What follows belongs to an exercise in optimizing a design on an open flow for small area, a short achievable clock period and few clock cycles per item; a production flow would make more cautious choices.
Function was checked by simulation only, so behaviour that the tests miss may differ from the original.

delta:
## ifft_top
module ifft_top (
    input  wire        clk,
    input  wire        rst,
    input  wire        ifft_enable,
    input  wire [15:0] in_0_real,
    input  wire [15:0] in_1_real,
    input  wire [15:0] in_2_real,
    input  wire [15:0] in_3_real,
    input  wire [15:0] in_4_real,
    input  wire [15:0] in_5_real,
    input  wire [15:0] in_6_real,
    input  wire [15:0] in_7_real,
    input  wire [15:0] in_8_real,
    input  wire [15:0] in_9_real,
    input  wire [15:0] in_10_real,
    input  wire [15:0] in_11_real,
    input  wire [15:0] in_0_imag,
    input  wire [15:0] in_1_imag,
    input  wire [15:0] in_2_imag,
    input  wire [15:0] in_3_imag,
    input  wire [15:0] in_4_imag,
    input  wire [15:0] in_5_imag,
    input  wire [15:0] in_6_imag,
    input  wire [15:0] in_7_imag,
    input  wire [15:0] in_8_imag,
    input  wire [15:0] in_9_imag,
    input  wire [15:0] in_10_imag,
    input  wire [15:0] in_11_imag,
    output wire [15:0] ifft_out_real,
    output wire [15:0] ifft_out_imag,
    output wire        finish
);
Size in the first run: ~5800 cells after synthesis, roughly 1100 flip-flops, roughly 420 I/O pins, ~63000 um^2 of cells after synthesis.
==> flow/config.mk <==
export PLATFORM = sky130hd
export DESIGN_NAME = ifft_top
export DESIGN_NICKNAME = ifft_top
export VERILOG_FILES = /design/flow/design.v
export SDC_FILE = /design/flow/constraint.sdc
export NUM_CORES = 4
export LEC_CHECK = 0
export CAP_MARGIN = 20
export CORE_MARGIN = 2
export CORE_UTILIZATION = 40
export SLEW_MARGIN = 20
==> flow/constraint.sdc <==
create_clock -name core_clock -period 13.6 [get_ports {clk}]
set_input_delay 2.7200 -clock core_clock [delete_from_list [all_inputs] [get_ports {clk}]]
set_output_delay 2.7200 -clock core_clock [all_outputs]
set_load 0.01 [all_outputs]
run.sh (not shown) runs the stock make flow with config.mk's settings and CLKGATE_MAP_FILE= SYNTH_SCRIPT=/design/flow/synth_recipe.tcl, a recipe that flattens the netlist after the stock synthesis.
delta ended with every stage complete and zero timing, DRC or antenna violations.
Testbench counts of delta, summed over its fixed seeds: cycles 10,752, items 512.
Changes in maple relative to delta:
- PLACE_DENSITY newly set to 0.8
- CORE_UTILIZATION changed from 40 to 60
Results
- maple reached the final stage; the timing, DRC and antenna checks on its layout passed.
- Routed wire length, maple and delta: larger value in delta
- Looking at critical path endpoint, the G0r[14]$_DFF_P_ result is from delta; the PBr[12]$_DFF_P_ one comes from maple.
- Cell area: maple < delta
- delta and maple ended up with roughly the same multi-input logic area.
- Going from delta to maple, smallest setup slack after layout grows by 0.14 ns.


== build 84 ==
Another version of the RTL of ifft_top (not shown whole).
Size in the first run: ~5400 cells after synthesis, ~1100 flip-flops, roughly 61000 um2 of cells after synthesis.
==> flow/config.mk <==
export PLATFORM = sky130hd
export DESIGN_NAME = ifft_top
export DESIGN_NICKNAME = ifft_top
export VERILOG_FILES = /design/flow/design.v
export SDC_FILE = /design/flow/constraint.sdc
export NUM_CORES = 4
export LEC_CHECK = 0
export CAP_MARGIN = 20
export CORE_MARGIN = 2
export CORE_UTILIZATION = 40
export SLEW_MARGIN = 20
==> flow/constraint.sdc <==
create_clock -name core_clock -period 13.6 [get_ports {clk}]
set_input_delay 2.7200 -clock core_clock [delete_from_list [all_inputs] [get_ports {clk}]]
set_output_delay 2.7200 -clock core_clock [all_outputs]
set_load 0.01 [all_outputs]
Testbench counts of build 84, summed over its fixed seeds: cycles 11,264, items 512.
diff inputs: build 84 => trial 13
- SLEW_MARGIN: 20 -> 80
- CAP_MARGIN: 20 -> 80
[summary]
Diff build 84 -> trial 13: achievable frequency now larger, wire length now sits higher.
Post-synthesis adder-cell area fraction across build 84 and trial 13: no real change.
Diff build 84 and trial 13: cell count after placement higher in trial 13
On global-route wire length before repair, the lower figure sits with build 84, not trial 13.
Compared with build 84, in trial 13 clock-buffer cell count lower.
[compare] base=build 84 new=trial 13: global-route usage has increased; post-place setup slack has increased; final area has increased.

==> static timing again, ports no longer ideal <==
Ports are ideal in the flow. The routed layouts listed here were re-timed in OpenROAD. Step 1, drivers: a clkbuf_16 drives clk and a buf_2 each remaining input, both assumed. Step 2 times the ports against the registers' clock, not the clock port: input delays grow and output delays shrink by t, the midpoint of the rising clock arrivals with the driver on. Slacks: ideal ports / drivers / drivers and shift; pairs: ideal ports / drivers.
run | shift t [ns] | setup WS [ns] | worst hold slack (ns) | worst setup path after step 2
delta | 0.808 | 8.796 / 8.796 / 8.796 | 0.303 / 0.303 / 0.303 | register to register
maple | 0.776 | 8.936 / 8.936 / 8.936 | 0.318 / 0.318 / 0.318 | register to register
build 84 | 0.822 | 8.966 / 8.966 / 8.966 | 0.319 / 0.319 / 0.319 | register to register
trial 13 | 0.827 | 9.185 / 9.104 / 9.197 | 0.323 / 0.323 / 0.323 | register to register
After both steps setup and hold are still met in every run listed.
